Context: an optimization exercise on an open-source flow, tuned for small area. The choices shown serve that exercise and are no tape-out recipe.
Where RTL was checked, it was by simulation tests only, not by an equivalence proof against the original.

## oak
==> module muldiv, before the edit <==
module muldiv (
    input  wire        clk,
    input  wire        resetn,
    input  wire [31:0] a,
    input  wire [31:0] b,
    input  wire [2:0]  funct3,
    input  wire        valid,
    input  wire        pre,           
    input  wire        ext_we,        
    input  wire [31:0] ext_d,
    output logic [31:0] result,       
    output logic        ready
);
  localparam logic [1:0] IDLE = 2'd0, BUSY = 2'd1, FIN = 2'd2;
  logic [1:0]  state;
  logic [4:0]  cnt;
  logic [63:0] R;
  wire is_div   = funct3[2];
  wire is_rem   = funct3[1];             
  wire d_signed = ~funct3[0];            
  wire m_sa     = (funct3[1:0] == 2'b01) | (funct3[1:0] == 2'b10);
  wire m_sb     = (funct3[1:0] == 2'b01);
  wire start = (state == IDLE) & valid & ~ready;
  logic [6:0]  m_d;
  logic        m_d8;
  logic [33:0] m_h;
  wire         m_top = m_sb & b[31];
  always_comb begin
    case (state)
      BUSY:    m_d = b[20:14];
      FIN:     m_d = b[27:21];
      default: m_d = ready ? {m_top, m_top, m_top, b[31:28]} : (pre ? b[6:0] : b[13:7]);
    endcase
    m_d8 = ready & m_top;
    m_h  = pre ? 34'd0 : R[61:28];
  end
  wire [40:0] m_y;
  mul_step mul_step_I (
      .a (a),
      .s (m_sa & a[31]),
      .d (m_d),
      .d8(m_d8),
      .h (m_h),
      .y (m_y)
  );
  wire        d_neg   = d_signed & b[31];
  wire [31:0] rem_nxt = {R[62:32], R[31]};
  wire [31:0] d_op    = b ^ {32{~d_neg}};
  wire [31:0] d_s;
  wire q;
  assign {q, d_s} = {1'b0, rem_nxt} + {1'b0, d_op} + {32'b0, ~d_neg};    
  wire [31:0] neg_in  = (state == IDLE) ? a : (is_rem ? R[63:32] : R[31:0]);
  wire [31:0] neg_out = ~neg_in + 32'd1;
  wire neg_fix = d_signed & (is_rem ? a[31] : ((a[31] ^ b[31]) & (|b)));
  always_ff @(posedge clk) begin
    if (!resetn) begin
      state <= IDLE;
      ready <= 1'b0;
      cnt   <= 5'd0;
    end else begin
      case (state)
        IDLE: begin
          ready <= 1'b0;
          if (start) begin
            state <= BUSY;
            cnt   <= 5'd0;
          end
        end
        BUSY: begin
          cnt <= cnt + 5'd1;
          if (!is_div || (&cnt)) state <= FIN;
        end
        FIN: begin
          ready <= 1'b1;
          state <= IDLE;
        end
        default: state <= IDLE;
      endcase
    end
  end
  logic [31:0] fin_result;
  always_comb begin
    if (is_div)
      fin_result = is_rem ? R[63:32] : R[31:0];
    else if (funct3[1:0] == 2'b00)
      fin_result = {m_y[3:0], R[27:0]};
    else
      fin_result = m_y[35:4];
  end
  always_ff @(posedge clk) begin
    if (ready) begin
      R[31:0] <= fin_result;
    end else if (ext_we) begin
      R[31:0] <= ext_d;
    end else if (is_div) begin
      if (start) begin
        R[31:0]  <= (d_signed & a[31]) ? neg_out : a;
        R[63:32] <= 32'd0;
      end else if (state == BUSY) begin
        R[31:0]  <= {R[30:0], q};
        R[63:32] <= q ? d_s : rem_nxt;
      end else if (state == FIN && neg_fix) begin
        if (is_rem) R[63:32] <= neg_out;
        else        R[31:0]  <= neg_out;
      end
    end else begin
      if (pre || start || state == BUSY || state == FIN) begin
        R[61:28] <= m_y[40:7];
        R[27:0]  <= {m_y[6:0], R[27:7]};
      end
    end
  end
  assign result = R[31:0];
endmodule
Settings: LEC_CHECK=0, ABC_AREA=1, CAP_MARGIN=20, CORE_MARGIN=2, CORE_UTILIZATION=40, CTS_CLUSTER_DIAMETER=100, CTS_CLUSTER_SIZE=24, PLACE_DENSITY=0.6, SLEW_MARGIN=30; clock period 25.0 ns.
standard.sh (not shown) runs the stock make flow with config.mk's settings and CLKGATE_MAP_FILE= SYNTH_SCRIPT=/design/flow/synth_recipe.tcl, a recipe that flattens the netlist after the stock synthesis.
==> flow/flow/run.sh <==
#!/bin/bash
# Layout flow: the standard layout (standard.sh, unchanged synthesis,
# floorplan, power grid and placement) with two changes to how the layout
# is made:
#   - clock tree synthesis without dummy loads (same clustering as
#     config.mk's CTS_CLUSTER_SIZE / CTS_CLUSTER_DIAMETER)
#   - the input/output port buffers use sky130_fd_sc_hd__buf_2
# Every tool's output goes to a log file in this folder (make's output to
# flow_make.log; ORFS keeps each step's log under orfs/logs/).
set -euo pipefail
export CTS_ARGS="-sink_clustering_enable -repair_clock_nets -sink_clustering_size 24 -sink_clustering_max_diameter 100 -dont_use_dummy_load"
export BUFFER_PORTS_ARGS="-buffer_cell sky130_fd_sc_hd__buf_2"
bash standard.sh finish > flow_make.log 2>&1
Every stage of the flow completed for oak, and the final layout passed the timing, DRC and antenna checks.
#### Input delta (maple over oak)
diff --git a/flow/design.v b/flow/design.v
--- a/flow/design.v
+++ b/flow/design.v
@@ -483,40 +483,50 @@
   wire is_rem   = funct3[1];             
   wire d_signed = ~funct3[0];            
   wire m_sa     = (funct3[1:0] == 2'b01) | (funct3[1:0] == 2'b10);
   wire m_sb     = (funct3[1:0] == 2'b01);
   wire start = (state == IDLE) & valid & ~ready;
+  wire        d_neg   = d_signed & b[31];
+  wire [31:0] rem_nxt = {R[62:32], R[31]};
+  wire        div_busy = is_div && (state == BUSY);
+  logic [31:0] m_x;
+  logic        m_s;
   logic [6:0]  m_d;
   logic        m_d8;
   logic [33:0] m_h;
   wire         m_top = m_sb & b[31];
   always_comb begin
-    case (state)
-      BUSY:    m_d = b[20:14];
-      FIN:     m_d = b[27:21];
-      default: m_d = ready ? {m_top, m_top, m_top, b[31:28]} : (pre ? b[6:0] : b[13:7]);
-    endcase
-    m_d8 = ready & m_top;
-    m_h  = pre ? 34'd0 : R[61:28];
+    if (is_div) begin
+      m_x  = (state == BUSY) ? b : ((state == FIN) ? (is_rem ? R[63:32] : R[31:0]) : a);
+      m_s  = 1'b0;
+      m_d  = (div_busy && d_neg) ? 7'd1 : 7'h7f;
+      m_d8 = !(div_busy && d_neg);
+      m_h  = div_busy ? {2'b00, rem_nxt} : 34'd0;
+    end else begin
+      m_x  = a;
+      m_s  = m_sa & a[31];
+      case (state)
+        BUSY:    m_d = b[20:14];
+        FIN:     m_d = b[27:21];
+        default: m_d = ready ? {m_top, m_top, m_top, b[31:28]} : (pre ? b[6:0] : b[13:7]);
+      endcase
+      m_d8 = ready & m_top;
+      m_h  = pre ? 34'd0 : R[61:28];
+    end
   end
   wire [40:0] m_y;
   mul_step mul_step_I (
-      .a (a),
-      .s (m_sa & a[31]),
+      .a (m_x),
+      .s (m_s),
       .d (m_d),
       .d8(m_d8),
       .h (m_h),
       .y (m_y)
   );
-  wire        d_neg   = d_signed & b[31];
-  wire [31:0] rem_nxt = {R[62:32], R[31]};
-  wire [31:0] d_op    = b ^ {32{~d_neg}};
-  wire [31:0] d_s;
-  wire q;
-  assign {q, d_s} = {1'b0, rem_nxt} + {1'b0, d_op} + {32'b0, ~d_neg};    
-  wire [31:0] neg_in  = (state == IDLE) ? a : (is_rem ? R[63:32] : R[31:0]);
-  wire [31:0] neg_out = ~neg_in + 32'd1;
+  wire        q       = d_neg ? m_y[32] : !m_y[40];
+  wire [31:0] d_s     = m_y[31:0];
+  wire [31:0] neg_out = m_y[31:0];    
   wire neg_fix = d_signed & (is_rem ? a[31] : ((a[31] ^ b[31]) & (|b)));
   always_ff @(posedge clk) begin
     if (!resetn) begin
       state <= IDLE;
       ready <= 1'b0;
Notes after the runs:
- Period utilization is lower on maple
- From oak to maple the numbers moved as follows: multi-input gate share of total cell area decreased 0.76 points; gate count after technology mapping decreased about 1.7%; minimum clock period after layout decreased 0.096 ns; pin slew with the least headroom to its limit essentially unchanged.
- maple: instance count along the most critical hold path is 1 lower than what oak reported.
- Status: utilization parity (maple, oak)
- Delta (maple minus oak): pre-CTS setup slack picked up an extra 0.18 ns; die area went down; final area lower.
Function not checked in oak: the RTL went through the layout flow alone.

-- port drivers added, routing unchanged --
No port has a modelled driver above. Below, the same layouts with a new extraction and two added sets of constraints.
Step 1 assumes that a clkbuf_16 drives the clock port and a buf_2 every other input.
Step 2 moves the port delays by t, midway between the first and last clock arrival at a register: inputs arrive t later, outputs are due t later. That takes back most of the time a late clock gives input paths.
Slacks: ideal ports / drivers / drivers and shift; pairs: ideal ports / drivers.
run | t, ns | setup WS [ns] | worst setup path after step 2 | latest minus earliest clock arrival (ns) | cell pins on the clock port's net
oak | 1.083 | 0.950 / 0.884 / 0.884 | input to output | 0.169 / 0.169 | 1
maple | 1.046 | 1.046 / 0.976 / 0.976 | input to output | 0.145 / 0.145 | 1
After both steps every run listed still meets setup and hold. The setup slack of maple, which loses most, moves by -0.070 ns with the drivers and by -0.070 ns with both steps.
